This is an optimization exercise on Yosys and OpenROAD, whose aim is small area, not a production implementation. In this exercise RTL edits were held to simulation tests only and were not proved equivalent to the original. Power figures rest on the tool's default switching activity, not on a simulated workload.

## flow/design.v (module list and top-level ports; edited modules follow where they fit)
// module VGA_Controller: 48 lines
// module player_frog: 69 lines
// module lanes: 448 lines
// module carpix: 711 lines
// module cars: 60 lines
// module collision: 57 lines
// module text: 56 lines
// module frogger: 81 lines
module frogger (clk, rst, update, VGA_R, VGA_G, VGA_B, hsync, vsync, blank_n, up, down, left, right, levelselect);
  // ...
==> flow/run.sh <==
#!/bin/bash
# synth_recipe.tcl (not shown) runs the flow's synth.tcl, then flattens the netlist and writes it again
# the make line also repeats each setting of config.mk as NAME=value (left out here)
make -C /OpenROAD-flow-scripts/flow DESIGN_CONFIG=/design/flow/config.mk WORK_HOME=/design/flow/orfs CLKGATE_MAP_FILE= SYNTH_SCRIPT=/design/flow/synth_recipe.tcl finish
==> flow/config.mk <==
export PLATFORM = sky130hd
export DESIGN_NAME = frogger
export DESIGN_NICKNAME = frogger
export VERILOG_FILES = /design/flow/design.v
export SDC_FILE = /design/flow/constraint.sdc
export NUM_CORES = 4
export LEC_CHECK = 0
export CAP_MARGIN = 20
export CORE_MARGIN = 2
export CORE_UTILIZATION = 30
export CTS_BUF_LIST = sky130_fd_sc_hd__clkbuf_4
export CTS_CLUSTER_SIZE = 50
export SLEW_MARGIN = 20
==> flow/constraint.sdc <==
create_clock -name core_clock -period 20.0 [get_ports {clk}]
set_input_delay 4.0000 -clock core_clock [delete_from_list [all_inputs] [get_ports {clk}]]
set_output_delay 4.0000 -clock core_clock [all_outputs]
set_load 0.01 [all_outputs]
==> flow_summary.yaml, run 1 <==
synthesis:
  yosysUniqueCellTypes: 107
  synthSimpleGateAreaFrac_pct: 32.3
  synth_top_family_by_area: "simple AND/OR/NAND/NOR gates"
  synth_mux_area_share_pct: 2.29
global_routing:
  use_met1_pct: 33.5
  grt-busiest-layer: "met2"
  grt_max_degree: 66
floorplanning:
  taps: 1524
  die_h_um: 346
  die_w_um: 346
pwr:
  pwr.group.clock_uw: 699
  power.density_mw_per_mm2: 61.6
  peakVddDrop_mv: 0.0439
worst_hold_path:
  hold_path_end: "VG$_DFF_P_"
  hold_path_class: "flop to flop"
  hold_depth: 0
cts:
  tritoncts: "yes"
  clock-root-buffer: "clkbuf_4"
layout:
  clkCellAreaFrac_pct: 3.46
  fin_area_sq_mm: 0.0377
  design.seq.count: 349
  inv_count: 173
routing:
  wl_met3_um: 16300
  via_per_inst: 6.28
worst_setup_path:
  critPathBufInv: 5
  crit_start: "VGA.yCount[1]$_SDFFE_PP0P_"
  cp-start-kind: "flop"
  r2r-start: "VGA.yCount[1]$_SDFFE_PP0P_"
  critPathMaxStageDelay_ps: 800
  worst_ep_arrival_time_ps: 11030
  cp_slowest_cell: "dfxtp_1"
  cp.required_ps: 20940
  worstSetupEndpoint: "traffic_gen.pix.c2[1]$_DFF_P_"
place:
  dp_hpwl_um: 116000
  gp_congestion: 1.03
  pre_cts_ws_ps: 10140
sta:
  setup_slack_ps: 9920
  fin_crit_sh_pct: 50.4
  fin_skew_ps: 113
  setup_viol: 0
  max_freq_mhz: 99.2
run:
  cap_violations: 0
status:
  outcome: "no timing/DRC/antenna violations"
==> run 2, diff against run 1 <==
--- a/flow/config.mk
+++ b/flow/config.mk
@@ -7,7 +7,5 @@
 export LEC_CHECK = 0
 export CAP_MARGIN = 20
 export CORE_MARGIN = 2
-export CORE_UTILIZATION = 30
-export CTS_BUF_LIST = sky130_fd_sc_hd__clkbuf_4
-export CTS_CLUSTER_SIZE = 50
+export CORE_UTILIZATION = 40
 export SLEW_MARGIN = 20
==> flow_summary.yaml, run 2 <==
sta:
  fin_skew_ps: 21.8
  timing.slew.headroom_pct: 9.27
  hold_viol: 0
  finalCriticalPeriod_ps: 10520
  fin_crit_sh_pct: 52.6
  fin_setup_tns_ps: 0
  drv_slew: 0
  worstMarginPinSlew_ps: 1330
  grt_setup_unrepaired: "false"
  max_freq_mhz: 95.0
  holdWs_ps: 324
  setup_viol: 0
layout:
  area_growth_syn_to_layout_pct: 6.71
  final_cell_mix: "599 x nor2_1, 463 x nand2_1, 324 x dfxtp_1"
  final_common_cell: "nor2_1"
  fin_util_pct: 43.1
  nets: 4949
  drive_above_1_share_pct: 5.90
cts:
  tritoncts: "yes"
  cts_sinks: 349
  cts.repair.resized: 0
  htree_num_levels: 2
  path_clk_slew_ps: 50
  cts_made_buffers: 44
  clock-root-buffer: "clkbuf_16"
  cts.path.max_buffers: 3
  clkLatencyLatePin_ps: 600
  cts_setup_buffers: 0
  cts_hold_buf: 0
pwr:
  switching_power_uw: 923
  combPwrFrac_pct: 26.8
  power_uw: 2430
  power.density_mw_per_mm2: 65.0
  p_int_uw: 1510
  p_leak_uw: 0.0136
  clock_power_share_pct: 33.2
  power_switching_share_pct: 37.9
  peakVddDrop_mv: 0.0752
  pwr-share-seq_pct: 40.0
place:
  gp_congestion: 1.04
  numPortBuffers: 34
  dp_hpwl_um: 112000
synthesis:
  syn_nets: 5179
  synth_enable_flop_cells: 20
  yosysSeqAreaShare_pct: 20.5
  post-synth-top-count-cell: "nor2_1"
  ys.warnings.count: 6
  netlist.top_cell.by_area: "dfxtp_1"
  synth_area_sq_mm: 0.0351
  synth-main-ff-cell: "dfxtp_1"
  ys_top_cells_by_area: "dfxtp_1 19%, nor2_1 6.4%, ha_1 5.6%, nand2_1 5.0%, a21oi_1 4.4%"
  synth_top_area_share_pct: 18.8
  yosysUniqueCellTypes: 107
  synth-seq-cells: 349
  syn_inst: 5009
  synth_common_cells: "602 x nor2_1, 463 x nand2_1, 329 x dfxtp_1, 305 x a21oi_1, 299 x clkbuf_1"
  syn_area_per_cell_sq_um: 7.00
  ys_async_sr_fraction_pct: 0
worst_setup_path:
  path_common_cell: "buf_4"
  cp_slowest_cell: "a2111oi_0"
  cp.required_ps: 20530
  path_class: "flop to flop"
  end_kind: "flop"
  r2r_cells: 25
  r2r-start: "VGA.yCount[1]$_SDFFE_PP0P_"
  critPathMaxStageDelay_ps: 1110
  worst_ep_arrival_time_ps: 11050
  cp-start-kind: "flop"
  rrSetupSlack_ps: 9480
  crit_path_max_fanout: 28
  r2r-end: "traffic_gen.pix.c2[1]$_DFF_P_"
global_routing:
  grt_antenna_before_repair: 6
  grt_pass1_vias: 35400
  grt_pass1_wl_um: 225000
  grt_usage_pct: 31.9
  grt_max_degree: 83
  overflow: 0
floorplanning:
  die_area_sq_mm: 0.0901
  num_rows: 108
  die_h_um: 300
  core_area_sq_mm: 0.0869
  initial_core_util_pct: 40.4
  io_pins: 35
  die_w_um: 300
routing:
  wl_um: 151000
  via_count: 39800
  post_drt_wl_per_cell_um: 25.3
  dr.pass1.iters: 10
  via_per_inst: 6.67
  antenna_left: 0
  drt-initial-drc-count: 5745
  drc: 0
status:
  outcome: "no timing/DRC/antenna violations"
run:
  cap_violations: 0
worst_hold_path:
  hold_path_class: "flop to flop"
  hold_depth: 0
  hold_path_end: "VR$_DFF_P_"
  worstHoldStart: "R$_DFF_P_"
run 2: cell counts after synthesis:
No cell type changed its count.
run 2: worst max path at each step:
stage | to | slack (ps) | start
final | traffic_gen.pix.c2[1]$_DFF_P_ | 9480 | VGA.yCount[1]$_SDFFE_PP0P_
after global routing | traffic_gen.pix.c2[1]$_DFF_P_ | 9010 | VGA.yCount[1]$_SDFFE_PP0P_
after CTS | traffic_gen.pix.c2[1]$_DFF_P_ | 9950 | VGA.yCount[1]$_SDFFE_PP0P_
after detailed placement | traffic_gen.pix.c2[1]$_DFF_P_ | 10010 | VGA.yCount[1]$_SDFFE_PP0P_
after global placement | traffic_gen.pix.c2[1]$_DFF_P_ | 10160 | VGA.yCount[1]$_SDFFE_PP0P_
after floorplan | traffic_gen.pix.c2[1]$_DFF_P_ | 12420 | VGA.yCount[1]$_SDFFE_PP0P_
run 2: metal layers:
layer	global-route usage (%)	vias to the layer above	share of wire (%)
li1	-	18100	-
met1	43.4	18600	41
met2	47.6	2578	41
met3	7.64	531	12
met4	14.6	6	5.5
met5	0	-	0.027
run 2: final cells by class:
cell class	instances	area, sq um
fillers	8990	49500
multi-input cells	4091	25700
inverters	173	649
diodes	1	2.50
clock buffers	61	1310
repair buffers	120	985
clock inverters	19	146
well taps	1155	1450
flip-flops and latches	349	7190
run 2: metrics by stage:
step / std cells / setup slack (ps) / cell area (sq um)
3_5_place_dp: 5888 / 10010 / 36000
4_1_cts: 5968 / 9950 / 37400
3_3_place_gp: 5888 / 10160 / 36000
5_1_grt: 5968 / 9010 / 37400
2_1_floorplan: 5009 / 12420 / 35100
6_report: 5969 / 9480 / 37400
run 2: critical path, delay by kind of cell (launching register included):
kind / cells / cell delay, ps
compound gates: 10 / 4910
buf+inv: 5 / 1220
flops: 1 / 790
fa+ha+maj: 2 / 880
simple gates: 8 / 2610
run 2: power groups by stage:
stage | combinational (uW) | sequential, uW | clock [uW]
2_1_floorplan | 565 | 860 | 0
3_3_place_gp | 633 | 981 | 0
3_5_place_dp | 632 | 980 | 0
4_1_cts | 638 | 965 | 826
5_1_grt | 723 | 986 | 854
6_report | 651 | 972 | 808
run 2: logic make-up (layout without fill, tap and decap cells):
| logic type | Yosys count | after routing | share of synthesized area (%) |
|---|---|---|---|
| mux | 79 | 79 | 2.29 |
| fa+ha+maj | 164 | 164 | 5.94 |
| flops | 349 | 349 | 20.5 |
| other cells | 0 | 1 | 0 |
| buf+inv | 569 | 373 | 6.57 |
| simple gates | 2250 | 2250 | 32.3 |
| compound gates | 1354 | 1354 | 26.3 |
| xor+xnor | 244 | 244 | 6.09 |

static timing again, ports no longer ideal:
How much do the figures lean on ideal ports? The routed layouts below were timed once more, with nothing changed but the port constraints. Step 1, drivers: a clkbuf_16 drives clk and a buf_2 each remaining input, both assumed. Step 2 times the ports against the registers' clock, not the clock port: input delays grow and output delays shrink by t, the midpoint of the rising clock arrivals with the driver on. Slacks: ideal / step 1 / step 2; pairs: ideal / step 1.
run | t (ns) | setup WS [ns] | hold WS [ns] | worst setup path after step 2
run 1 | 1.011 | 9.919 / 9.919 / 9.919 | 0.326 / 0.326 / 0.326 | register to register
run 2 | 0.657 | 9.479 / 9.479 / 9.479 | 0.324 / 0.324 / 0.324 | register to register
After both steps every run listed still meets setup and hold.
